From an optimization exercise on the open Yosys and OpenROAD flow, aimed at small area, a short achievable clock period and few clock cycles; shortcuts taken in it are not production practice.
Only simulation tests tie the RTL to the original design; equivalence was not proved.

$ cat flow/design.v
module geofence (clk, reset, X, Y, R, valid, is_inside);
    input clk;
    input reset;
    input [9:0] X;
    input [9:0] Y;
    input [10:0] R;
    output valid;
    output is_inside;
    localparam SORT = 5'd24;
    reg [4:0] cyc;
    reg valid_r;
    reg fb;                  
    reg nonconv;
    reg [1:0] sj;            
    reg [2:0] si;            
    reg sph;                 
    assign valid = valid_r;
    wire sort_done = (cyc == SORT) && sph && (sj == 2'd3) && (si == 3'd4);
    always @(posedge clk or posedge reset) begin
        if (reset) begin
            cyc <= 5'd0;
            valid_r <= 1'b0;
            fb <= 1'b0;
            sj <= 2'd0;
            si <= 3'd0;
            sph <= 1'b0;
        end else begin
            valid_r <= (cyc == 5'd22) && (fb || !nonconv);
            if (cyc == 5'd22)
                cyc <= (fb || !nonconv) ? 5'd23 : SORT;
            else if (cyc == 5'd23)
                cyc <= 5'd0;
            else if (cyc == SORT)
                cyc <= sort_done ? 5'd7 : SORT;
            else
                cyc <= cyc + 5'd1;
            if (cyc == 5'd22 && !fb && nonconv)
                fb <= 1'b1;
            else if (cyc == 5'd23)
                fb <= 1'b0;
            if (cyc == SORT) begin
                sph <= ~sph;
                if (sph) begin
                    sj <= sj + 2'd1;
                    if (sj == 2'd3) si <= si + 3'd1;
                end
            end else begin
                sph <= 1'b0; sj <= 2'd0; si <= 3'd0;
            end
        end
    end
    wire load = (cyc <= 5'd5);
    reg [9:0]  rx [0:5];
    reg [9:0]  ry [0:5];
    reg [10:0] rr [0:5];
    reg [2:0]  rk [0:5];
    wire [19:0] pkey = {X, Y};
    reg  [5:0] vld, lt, gt;
    reg  [2:0] newrank;
    integer k;
    always @(*) begin
        newrank = 3'd0;
        for (k = 0; k < 6; k = k + 1) begin
            vld[k] = (k >= 6 - cyc);
            lt[k] = vld[k] && ({rx[k], ry[k]} < pkey);
            gt[k] = vld[k] && ({rx[k], ry[k]} > pkey);
            newrank = newrank + {2'b0, lt[k]};
        end
    end
    always @(posedge clk) begin
        for (k = 0; k < 5; k = k + 1) begin
            rx[k] <= rx[k+1];
            ry[k] <= ry[k+1];
            rr[k] <= rr[k+1];
            rk[k] <= load ? rk[k+1] + {2'b0, gt[k+1]} : rk[k+1];
        end
        if (load) begin
            rx[5] <= X; ry[5] <= Y; rr[5] <= R; rk[5] <= newrank;
        end else begin
            rx[5] <= rx[0]; ry[5] <= ry[0]; rr[5] <= rr[0]; rk[5] <= rk[0];
        end
    end
    function [19:0] rdxy;
        input [2:0] want;
        input [59:0] xs, ys;
        input [17:0] ks;
        integer i;
        begin
            rdxy = 20'd0;
            for (i = 0; i < 6; i = i + 1)
                if (ks[3*i +: 3] == want) rdxy = rdxy | {xs[10*i +: 10], ys[10*i +: 10]};
        end
    endfunction
    function [10:0] rdr;
        input [2:0] want;
        input [65:0] rs;
        input [17:0] ks;
        integer i;
        begin
            rdr = 11'd0;
            for (i = 0; i < 6; i = i + 1)
                if (ks[3*i +: 3] == want) rdr = rdr | rs[11*i +: 11];
        end
    endfunction
    wire [59:0] xs = {rx[5], rx[4], rx[3], rx[2], rx[1], rx[0]};
    wire [59:0] ys = {ry[5], ry[4], ry[3], ry[2], ry[1], ry[0]};
    wire [65:0] rs = {rr[5], rr[4], rr[3], rr[2], rr[1], rr[0]};
    wire [17:0] ks = {rk[5], rk[4], rk[3], rk[2], rk[1], rk[0]};
    reg f1, f2, f3, f4;           
    reg [2:0] lastU, lastL;       
    reg [2:0] p2, p3, p4;         
    reg [2:0] p0rank;             
    reg [2:0] perm1, perm2, perm3, perm4, perm5;    
    wire [2:0] n1 = (f2 == f1) ? 3'd2 : (f3 == f1) ? 3'd3 : (f4 == f1) ? 3'd4 : 3'd5;
    wire [2:0] n2 = (f3 == f2) ? 3'd3 : (f4 == f2) ? 3'd4 : 3'd5;
    wire [2:0] n3 = (f4 == f3) ? 3'd4 : 3'd5;
    reg [2:0] sa_rank, sb_rank;   
    always @(*) begin
        case (sj)
            2'd0: begin sa_rank = perm1; sb_rank = perm2; end
            2'd1: begin sa_rank = perm2; sb_rank = perm3; end
            2'd2: begin sa_rank = perm3; sb_rank = perm4; end
            default: begin sa_rank = perm4; sb_rank = perm5; end
        endcase
    end
    reg [2:0] co, ca, cb;
    reg cx_ld;
    always @(*) begin
        cx_ld = 1'b1;
        co = 3'd0; ca = 3'd5; cb = cyc[2:0] - 3'd5;      
        if (cyc == SORT) begin
            co = p0rank; ca = sa_rank; cb = sb_rank; cx_ld = ~sph;
        end else if (cyc == 5'd11) begin
            co = 3'd0; ca = 3'd1; cb = n1;
        end else if (cyc == 5'd18) begin
            co = p2; ca = 3'd2; cb = n2;
        end else if (cyc == 5'd19) begin
            co = p3; ca = 3'd3; cb = n3;
        end else if (cyc == 5'd20) begin
            co = p4; ca = 3'd4; cb = 3'd5;
        end else if (!(cyc >= 5'd6 && cyc <= 5'd9)) begin
            cx_ld = 1'b0;
        end
    end
    wire [19:0] po = rdxy(co, xs, ys, ks);
    wire [19:0] pA = rdxy(ca, xs, ys, ks);
    wire [19:0] pB = rdxy(cb, xs, ys, ks);
    wire [10:0] ax = {1'b0, pA[19:10]} - {1'b0, po[19:10]};
    wire [10:0] ay = {1'b0, pA[9:0]}   - {1'b0, po[9:0]};
    wire [10:0] bx = {1'b0, pB[19:10]} - {1'b0, po[19:10]};
    wire [10:0] by = {1'b0, pB[9:0]}   - {1'b0, po[9:0]};
    wire [9:0] aax = ax[10] ? (10'd0 - ax[9:0]) : ax[9:0];
    wire [9:0] aay = ay[10] ? (10'd0 - ay[9:0]) : ay[9:0];
    wire [9:0] abx = bx[10] ? (10'd0 - bx[9:0]) : bx[9:0];
    wire [9:0] aby = by[10] ? (10'd0 - by[9:0]) : by[9:0];
    reg [2:0] wa, wb;
    reg wdir;                     
    reg [2:0] fo0, fo1;
    always @(*) begin
        case (cyc)
            5'd7:  begin fo0 = p0rank; fo1 = perm1; end
            5'd8:  begin fo0 = perm1;  fo1 = perm2; end
            5'd9:  begin fo0 = perm2;  fo1 = perm3; end
            5'd10: begin fo0 = perm3;  fo1 = perm4; end
            5'd11: begin fo0 = perm4;  fo1 = perm5; end
            default: begin fo0 = perm5; fo1 = p0rank; end
        endcase
        wdir = (fo0 < fo1);
        if (fb) begin
            wa = wdir ? fo0 : fo1;
            wb = wdir ? fo1 : fo0;
        end else begin
            case (cyc)
                5'd7:  begin wa = 3'd0; wb = 3'd1; end
                5'd8:  begin wa = 3'd4; wb = 3'd5; end
                5'd9:  begin wa = f2 ? lastU : lastL; wb = 3'd2; end
                5'd10: begin wa = f3 ? lastU : lastL; wb = 3'd3; end
                5'd11: begin wa = f4 ? lastU : lastL; wb = 3'd4; end
                default: begin wa = f4 ? lastL : lastU; wb = 3'd5; end
            endcase
        end
    end
    always @(posedge clk) begin
        if (cyc == 5'd8) begin
            lastU <= f1 ? 3'd1 : 3'd0;
            lastL <= f1 ? 3'd0 : 3'd1;
        end else if (cyc == 5'd9) begin
            if (f2) lastU <= 3'd2; else lastL <= 3'd2;
        end else if (cyc == 5'd10) begin
            if (f3) lastU <= 3'd3; else lastL <= 3'd3;
        end else if (cyc == 5'd11) begin
            if (f4) lastU <= 3'd4; else lastL <= 3'd4;
        end
        if (!fb) begin
            if (cyc == 5'd9)  p2 <= wa;
            if (cyc == 5'd10) p3 <= wa;
            if (cyc == 5'd11) p4 <= wa;
        end
    end
    wire [19:0] pa = rdxy(wa, xs, ys, ks);
    wire [19:0] pb = rdxy(wb, xs, ys, ks);
    wire [9:0]  s0_dx = pb[19:10] - pa[19:10];
    wire [10:0] s0_dys = {1'b0, pb[9:0]} - {1'b0, pa[9:0]};
    wire [9:0]  s0_dy = s0_dys[10] ? (10'd0 - s0_dys[9:0]) : s0_dys[9:0];
    wire [10:0] s0_h  = {1'b0, pa[9:0]} + {1'b0, pb[9:0]};
    reg [9:0] s1_dx, s1_dy; reg [10:0] s1_h; reg [2:0] s1_ra, s1_rb; reg s1_dir;
    always @(posedge clk) begin
        s1_dx <= s0_dx; s1_dy <= s0_dy; s1_h <= s0_h; s1_ra <= wa; s1_rb <= wb; s1_dir <= wdir;
    end
    reg [20:0] s1_d2;
    integer i, j;
    always @(*) begin
        s1_d2 = 21'd0;
        for (i = 0; i < 10; i = i + 1) begin
            s1_d2 = s1_d2 + ({20'd0, s1_dx[i]} << (2*i)) + ({20'd0, s1_dy[i]} << (2*i));
            for (j = i + 1; j < 10; j = j + 1)
                s1_d2 = s1_d2 + ({20'd0, s1_dx[i] & s1_dx[j]} << (i+j+1))
                              + ({20'd0, s1_dy[i] & s1_dy[j]} << (i+j+1));
        end
    end
    reg [19:0] s2_d2; reg [9:0] s2_dx; reg [10:0] s2_h; reg [2:0] s2_ra, s2_rb; reg s2_dir;
    always @(posedge clk) begin
        s2_d2 <= s1_d2[19:0]; s2_dx <= s1_dx; s2_h <= s1_h; s2_ra <= s1_ra; s2_rb <= s1_rb; s2_dir <= s1_dir;
    end
    wire [12:0] c2_r; wire [9:0] c2_q;
    nrsqrt #(0, 4) sqc0 (.r_in(13'd0), .q_in(10'd0), .rad(s2_d2), .r_out(c2_r), .q_out(c2_q));
    reg [12:0] s3_r; reg [9:0] s3_q; reg [19:0] s3_rad; reg [9:0] s3_dx; reg [10:0] s3_h; reg [2:0] s3_ra, s3_rb; reg s3_dir;
    always @(posedge clk) begin
        s3_r <= c2_r; s3_q <= c2_q; s3_rad <= s2_d2; s3_dx <= s2_dx; s3_h <= s2_h; s3_ra <= s2_ra; s3_rb <= s2_rb; s3_dir <= s2_dir;
    end
    wire [12:0] c3_r; wire [9:0] c3_q;
    nrsqrt #(4, 7) sqc1 (.r_in(s3_r), .q_in(s3_q), .rad(s3_rad), .r_out(c3_r), .q_out(c3_q));
    reg [12:0] s4_r; reg [9:0] s4_q; reg [19:0] s4_rad; reg [2:0] s4_ra, s4_rb;
    always @(posedge clk) begin
        s4_r <= c3_r; s4_q <= c3_q; s4_rad <= s3_rad; s4_ra <= s3_ra; s4_rb <= s3_rb;
    end
    wire [12:0] c4_r; wire [9:0] c4_q;
    nrsqrt #(7, 10) sqc2 (.r_in(s4_r), .q_in(s4_q), .rad(s4_rad), .r_out(c4_r), .q_out(c4_q));
    reg [9:0] s5_c; reg [2:0] s5_ra, s5_rb;
    always @(posedge clk) begin
        s5_c <= c4_q; s5_ra <= s4_ra; s5_rb <= s4_rb;
    end
    wire [10:0] ra5 = rdr(s5_ra, rs, ks);
    wire [10:0] rb5 = rdr(s5_rb, rs, ks);
    wire [11:0] e5 = {1'b0, ra5} + {1'b0, rb5};
    wire [11:0] d5 = {1'b0, ra5} - {1'b0, rb5};
    wire [12:0] sum5 = {1'b0, e5} + {3'b0, s5_c};
    wire [12:0] smc  = {1'b0, e5} - {3'b0, s5_c};
    wire [12:0] sma  = {3'b0, s5_c} - {d5[11], d5};
    wire [12:0] smb  = {3'b0, s5_c} + {d5[11], d5};
    wire [11:0] hsmc = smc[12:1];
    wire [11:0] hsma = sma[12:1];
    wire [11:0] hsmb = smb[12:1];
    wire [10:0] s5_s = sum5[11:1];
    wire [10:0] s5_p = hsmc[11] ? (11'd0 - hsmc[10:0]) : hsmc[10:0];
    wire [10:0] s5_q = hsma[11] ? (11'd0 - hsma[10:0]) : hsma[10:0];
    wire [10:0] s5_rr = hsmb[11] ? (11'd0 - hsmb[10:0]) : hsmb[10:0];
    reg [10:0] m_a0, m_b0, m_a1, m_b1;
    reg neg1, neg2;
    always @(posedge clk) begin
        if (cx_ld) begin
            m_a0 <= {1'b0, aax}; m_b0 <= {1'b0, aby};
            m_a1 <= {1'b0, aay}; m_b1 <= {1'b0, abx};
            neg1 <= ax[10] ^ by[10]; neg2 <= ay[10] ^ bx[10];
        end else begin
            m_a0 <= s5_s; m_b0 <= s5_p;
            m_a1 <= s5_q; m_b1 <= s5_rr;
        end
    end
    wire [19:0] u6 = m_a0 * m_b0;
    wire [19:0] v6 = m_a1 * m_b1;
    wire gt6 = (u6 > v6);
    wire eq6 = (u6 == v6);
    wire cz = eq6 && ((neg1 == neg2) || (u6 == 20'd0));
    wire cpos = (neg1 == neg2) ? (neg1 ^ gt6) : ~neg1;     
    always @(posedge clk) begin
        if (cyc == 5'd7)  f1 <= cpos;
        if (cyc == 5'd8)  f2 <= cpos;
        if (cyc == 5'd9)  f3 <= cpos;
        if (cyc == 5'd10) f4 <= cpos;
    end
    always @(posedge clk) begin
        if (cyc == 5'd6)
            nonconv <= 1'b0;
        else if (cyc >= 5'd7 && cyc <= 5'd10)
            nonconv <= nonconv | cz;
        else if (cyc == 5'd12)
            nonconv <= nonconv | cz | (cpos == f1);
        else if (cyc == 5'd19)
            nonconv <= nonconv | cz | (cpos == f2);
        else if (cyc == 5'd20)
            nonconv <= nonconv | cz | (cpos == f3);
        else if (cyc == 5'd21)
            nonconv <= nonconv | cz | (cpos == f4);
    end
    always @(posedge clk) begin
        if (cyc == 5'd6) begin
            p0rank <= rk[0];
            perm1 <= rk[1]; perm2 <= rk[2]; perm3 <= rk[3]; perm4 <= rk[4]; perm5 <= rk[5];
        end else if (cyc == SORT && sph && !cpos && !cz) begin
            case (sj)
                2'd0: begin perm1 <= perm2; perm2 <= perm1; end
                2'd1: begin perm2 <= perm3; perm3 <= perm2; end
                2'd2: begin perm3 <= perm4; perm4 <= perm3; end
                default: begin perm4 <= perm5; perm5 <= perm4; end
            endcase
        end
    end
    reg [19:0] s7_u, s7_v;
    always @(posedge clk) begin
        s7_u <= u6; s7_v <= v6;
    end
    wire [12:0] u7_r, v7_r; wire [9:0] u7_q, v7_q;
    nrsqrt #(0, 4) squ0 (.r_in(13'd0), .q_in(10'd0), .rad(s7_u), .r_out(u7_r), .q_out(u7_q));
    nrsqrt #(0, 4) sqv0 (.r_in(13'd0), .q_in(10'd0), .rad(s7_v), .r_out(v7_r), .q_out(v7_q));
    reg [12:0] s8_ur, s8_vr; reg [9:0] s8_uq, s8_vq; reg [19:0] s8_u, s8_v;
    always @(posedge clk) begin
        s8_ur <= u7_r; s8_vr <= v7_r; s8_uq <= u7_q; s8_vq <= v7_q; s8_u <= s7_u; s8_v <= s7_v;
    end
    wire [12:0] u8_r, v8_r; wire [9:0] u8_q, v8_q;
    nrsqrt #(4, 7) squ1 (.r_in(s8_ur), .q_in(s8_uq), .rad(s8_u), .r_out(u8_r), .q_out(u8_q));
    nrsqrt #(4, 7) sqv1 (.r_in(s8_vr), .q_in(s8_vq), .rad(s8_v), .r_out(v8_r), .q_out(v8_q));
    reg [12:0] s9_ur, s9_vr; reg [9:0] s9_uq, s9_vq; reg [19:0] s9_u, s9_v;
    always @(posedge clk) begin
        s9_ur <= u8_r; s9_vr <= v8_r; s9_uq <= u8_q; s9_vq <= v8_q; s9_u <= s8_u; s9_v <= s8_v;
    end
    wire [12:0] u9_r, v9_r; wire [9:0] u9_q, v9_q;
    nrsqrt #(7, 10) squ2 (.r_in(s9_ur), .q_in(s9_uq), .rad(s9_u), .r_out(u9_r), .q_out(u9_q));
    nrsqrt #(7, 10) sqv2 (.r_in(s9_vr), .q_in(s9_vq), .rad(s9_v), .r_out(v9_r), .q_out(v9_q));
    reg plusP;
    always @(*) begin
        if (fb)
            plusP = s3_dir;
        else case (cyc)
            5'd10: plusP = ~f1;
            5'd11: plusP = ~f4;
            5'd12: plusP = ~f2;
            5'd13: plusP = ~f3;
            5'd14: plusP = ~f4;
            default: plusP = f4;
        endcase
    end
    reg [9:0] ma_r;
    reg [11:0] mb_r;
    always @(posedge clk) begin
        if (cyc >= 5'd10 && cyc <= 5'd15) begin
            ma_r <= s3_dx;
            mb_r <= plusP ? {1'b0, s3_h} : (12'd0 - {1'b0, s3_h});
        end else begin
            ma_r <= u9_q;
            mb_r <= {1'b0, v9_q, 1'b0};
        end
    end
    wire signed [22:0] mprod = $signed({1'b0, ma_r}) * $signed(mb_r);
    reg signed [25:0] acc;
    always @(posedge clk) begin
        if (cyc >= 5'd11 && cyc <= 5'd22)
            acc <= ((cyc == 5'd11) ? -26'sd1 : acc) + mprod;
    end
    assign is_inside = acc[25];
endmodule
module nrsqrt #(parameter J0 = 0, parameter J1 = 10) (r_in, q_in, rad, r_out, q_out);
    input  [12:0] r_in;
    input  [9:0]  q_in;
    input  [19:0] rad;
    output [12:0] r_out;
    output [9:0]  q_out;
    wire [12:0] rw [J0:J1];
    wire [9:0]  qw [J0:J1];
    assign rw[J0] = r_in;
    assign qw[J0] = q_in;
    genvar j;
    generate
        for (j = J0; j < J1; j = j + 1) begin : row
            localparam W = j + 3;
            wire [W-1:0] base = {rw[j][W-3:0], rad[2*(9-j)+1], rad[2*(9-j)]};
            wire [W-1:0] t;
            wire neg = (j == 0) ? 1'b0 : rw[j][W-2];
            if (j == 0) begin : t0
                assign t = {{(W-2){1'b0}}, 2'b01};
            end else begin : tj
                assign t = {{(W-2-j){1'b0}}, qw[j][j-1:0], neg, 1'b1};
            end
            wire [W-1:0] res = neg ? base + t : base - t;
            assign rw[j+1] = {{(13-W){res[W-1]}}, res};
            assign qw[j+1] = {qw[j][8:0], ~res[W-1]};
        end
    endgenerate
    assign r_out = rw[J1];
    assign q_out = qw[J1];
endmodule
$ cat flow/run.sh
#!/bin/bash
# synth_recipe.tcl (not shown) runs the flow's synth.tcl, then flattens the netlist and writes it again
# the make line also repeats each setting of config.mk as NAME=value (left out here)
make -C /OpenROAD-flow-scripts/flow DESIGN_CONFIG=/design/flow/config.mk WORK_HOME=/design/flow/orfs CLKGATE_MAP_FILE= SYNTH_SCRIPT=/design/flow/synth_recipe.tcl finish
$ cat flow/config.mk
export PLATFORM = sky130hd
export DESIGN_NAME = geofence
export DESIGN_NICKNAME = geofence
export VERILOG_FILES = /design/flow/design.v
export SDC_FILE = /design/flow/constraint.sdc
export NUM_CORES = 4
export LEC_CHECK = 0
export CAP_MARGIN = 20
export CORE_MARGIN = 2
export CORE_UTILIZATION = 35
export GPL_ROUTABILITY_DRIVEN = 1
export PLACE_DENSITY = 0.5
export SLEW_MARGIN = 20
$ cat flow/constraint.sdc
create_clock -name core_clock -period 24.0 [get_ports {clk}]
set_input_delay 4.8000 -clock core_clock [delete_from_list [all_inputs] [get_ports {clk}]]
set_output_delay 4.8000 -clock core_clock [all_outputs]
set_load 0.01 [all_outputs]
==> run notes <==
==> sequential cells by signal, summed over array words and instances, names as in the netlist, 12 cells and up <==
name    flops
rr         66
rx         60
ry         60
acc        26
s2_d2      20
s7_u       20
s7_v       20
rk         18
mb_r       12
s3_rad     12
s8_u       12
s8_v       12
==> path summary, 6_finish.rpt <==
check	from	to	slack, ps	cells after the start
worst max-delay path	Y[1]	rk[5][1]	14940	17
worst min-delay path	s2_dir	s3_dir	320	0
worst max register to register	cyc[0]	s1_dy[7]	15120	29
worst min register to register	s2_dir	s3_dir	320	0
max in group asynchronous	reset	si[2]	19110	2
min in group asynchronous	reset	cyc[4]	4470	2
==> cells in the mapped netlist, types with 172 or more instances <==
library cell / number
a21oi_1: 234
dfxtp_1: 578
o21ai_0: 191
xnor2_1: 390
xor2_1: 209
nor2_1: 227
fa_1: 396
nand2_1: 447
clkbuf_1: 172
a22oi_1: 281
ha_1: 655
and2_1: 224
inv_1: 712
==> per-layer routing <==
metal | up-vias | part of all wire (%) | GRT usage, %
li1 | 20700 | - | -
met1 | 21100 | 46 | 28.1
met2 | 1315 | 45 | 32.6
met3 | 271 | 5.7 | 2.52
met4 | 2 | 3.0 | 6.54
met5 | - | 0.012 | 0
==> critical path, cell delays in order <==
cell and delay [ps]:
clkdlybuf4s50_1 470, inv_1 130, ha_1 320, a21o_1 160
a21o_1 170, a21o_1 250, a21o_1 210, a21oi_1 140
o21ai_0 120, a221oi_1 400, o21ai_0 280, a31oi_1 260
fa_1 480, fa_1 500, ha_1 220, fa_1 430
mux2_2 260
==> logic make-up (layout without fill, tap and decap cells) <==
kind of cell	Yosys count	after routing	synth area share (%)
AOI/OAI and AO/OA	1211	1211	14.9
other	0	3	0
muxes	101	101	1.94
buffers and inverters	966	963	6.58
and+or+nand+nor	1520	1520	13.8
DFF	656	656	24.6
adders and majority gates	1051	1051	28.6
xor gates and xnor gates	608	608	9.60
==> layout by cell type, fill, tap and decap left out, types with 66 or more instances in the layout <==
master     instances
and2_1           224
a22o_1            72
ha_1             655
nand2_1          447
nor2_1           227
a22oi_1          281
inv_1            712
xor2_1           209
nand3_1          112
o21ai_0          190
clkbuf_16         83
fa_1             396
nor3_1           106
dfxtp_1          578
a21oi_1          234
buf_4             66
a21o_1            92
xnor2_1          390
==> area by class of cell <==
type | count | area, µm²
fillers | 16100 | 98400
diodes | 3 | 7.51
repair buffers | 100 | 836
well taps | 2160 | 2700
flip-flops and latches | 656 | 13800
clock buffers | 102 | 2240
multi-input cells | 4491 | 39000
clock inverters | 41 | 518
inverters | 720 | 2710
==> stage by stage <==
| step | util (%) | setup slack (ps) |
|---|---|---|
| 2_1_floorplan | - | 15520 |
| 3_3_place_gp | 36.9 | 14220 |
| 3_5_place_dp | 36.9 | 14250 |
| 4_1_cts | 38.6 | 15020 |
| 5_1_grt | 38.6 | 14570 |
| 6_report | 38.6 | 14940 |
==> run notes <==
Run status
The run finished with no timing, DRC or antenna violations.

STA
The total count of hold-check failures in the final report was 0. The worst relative slew slack is about a quarter. Subtracting the final worst setup slack from the clock period gives around 9000 ps. Setup repair after global routing left no endpoint under its margin.

The setup violation total in the final timing report is 0. The number of slew-limit violations in the final report was 0. The final setup TNS is 0 ps.

The setup clock skew after layout is about 36 ps. The fraction of the cycle the final worst path needs is between 30% and 40%. The transition at the pin with the smallest max-transition slack is 1080 ps. The worst slack on hold paths is around 320 ps. The maximum operating frequency is between 100 and 150 MHz.

Die
The die span in x is approximately 410 µm. In this run the core area contains between 100 and 150 standard-cell rows. The count of boundary I/O pins is 35. The total area inside the core boundary comes to 160,000 µm².

The floorplan step set the die height to a little over 400 µm. The floorplan die area is around 160,000 µm². The initial utilization of the core area, before any placement, comes to around a third.

Yosys
For this run, asynchronously set or reset flops after synthesis account for under 10%. The number of register bits inferred by synthesis is 656. The fraction of the yosys area taken by sequential cells is 24.6%. Yosys attributes the largest share of cell area to dfxtp_1 (21%), ha_1 (15%), fa_1 (14%). The net count after synthesis is roughly 7,000. The area share of the largest cell type after synthesis is between 20 and 25%.

Among all flip-flop cells after synthesis, the most frequent one is dfxtp_1. Counting distinct cell types in the post-synthesis netlist gives 112. Yosys printed 8 warnings. The average instance in the mapped netlist occupies slightly above 9 µm². The post-synth design cell area is 56,400 µm². The cell count after synthesis is 6,113. The number of synthesized flops with an enable pin is between 60 and 70.

The most area-hungry cell type in the Yosys netlist is dfxtp_1.

Placement
The placement-stage cell area is around 59,000 µm². Counting tap cells, the placed design contains a total of about 8,100 instances. The routability-driven placement congestion ratio is around 0.90. The post-detailed-placement half-perimeter wirelength is 128,000 µm. The count of buffers inserted at the top-level ports is 34.

Job
Max-cap violations in this run came to 0.

Clock network
The tree is rooted in a clkbuf_16. Clock-pin slew was measured on the worst setup and hold paths at roughly 60 ps. The CTS tree is built. The number of hold buffers added after cts is 0. The number of buffers on the longest clock path is 3.

CTS saw 656 sinks. For the worst-skew pair, the clock arrives at the later sink with an insertion delay of roughly 690 ps. Buffers added to address setup during post-CTS repair amount to 0. The number of H-tree levels is 3.

The number of CTS-inserted buffers is between 70 and 80. The total of cells resized after clock tree synthesis is 0.

GRT
The number of global-route vias before repair is 44,100. The number of antenna violations at the first check in global routing is 8. The overall routing resource usage is between 20 and 25%. The first global-routing pass estimated roughly 260,000 µm of wire. For this run the aggregate overflow at the end of global routing stands at 0. The pin count of the biggest net entering global routing is 50.

Drt
For this run, design rule violations remaining after detail routing come to 0. The detail-routed via count per cell is ~5.2. The count of nets left with antenna violations after detail routing is 0.

The total wire length after detailed routing is 165,000 µm. The DRC violation total after the first TritonRoute iteration is between 3,000 and 4,000. The routed length per instance is 19.9 µm. The first detailed-routing pass ran for 7 iterations. The overall via count from detail_route is 43,400.

Cells and area
The area growth from synthesis to layout is 9.69%. With fillers left out, the area of the finished cells amounts to just over 60,000 µm². For this run, the post-layout net count is roughly 7,100. In the final layout, the share of cells above drive strength 1 is approximately 6.0%. The finished layout holds between 8,000 and 9,000 standard cells, fillers aside.

Worst setup path
The maximum net fanout on the critical path is 6. The type of the setup path with the least slack is input port to flip-flop. STA classifies the critical path endpoint as a flip-flop. The kind of launch point of the worst setup path is an input port. STA puts the critical path data arrival time at around 9600 ps. The required time of the worst setup path is 24,580 ps.

Worst hold path
The min-delay analysis places its worst path in the category flip-flop to flip-flop.
Testbench counts, summed over its fixed seeds: cycles 39,072.

## afterwards: timing with drivers on the ports
In the flow no input, the clock included, has a driving cell. The finished layout below was timed again as built, in two steps.
Step 1 assumes that a clkbuf_16 drives the clock port and a buf_2 every other input.
Step 2, shift: input delay + t, output delay - t, t = (earliest + latest rising clock arrival at the registers) / 2. This alone moves slack from input paths to output paths.
Slacks: ideal ports / drivers / drivers and shift; pairs: ideal ports / drivers.
shift t [ns]: 0.749
setup WS [ns]: 14.941 / 14.992 / 14.243
cell pins on the clock port's net: 1
After both steps this run still meets setup and hold. The setup slack of this run moves by +0.051 ns with the drivers and by -0.698 ns with both steps.
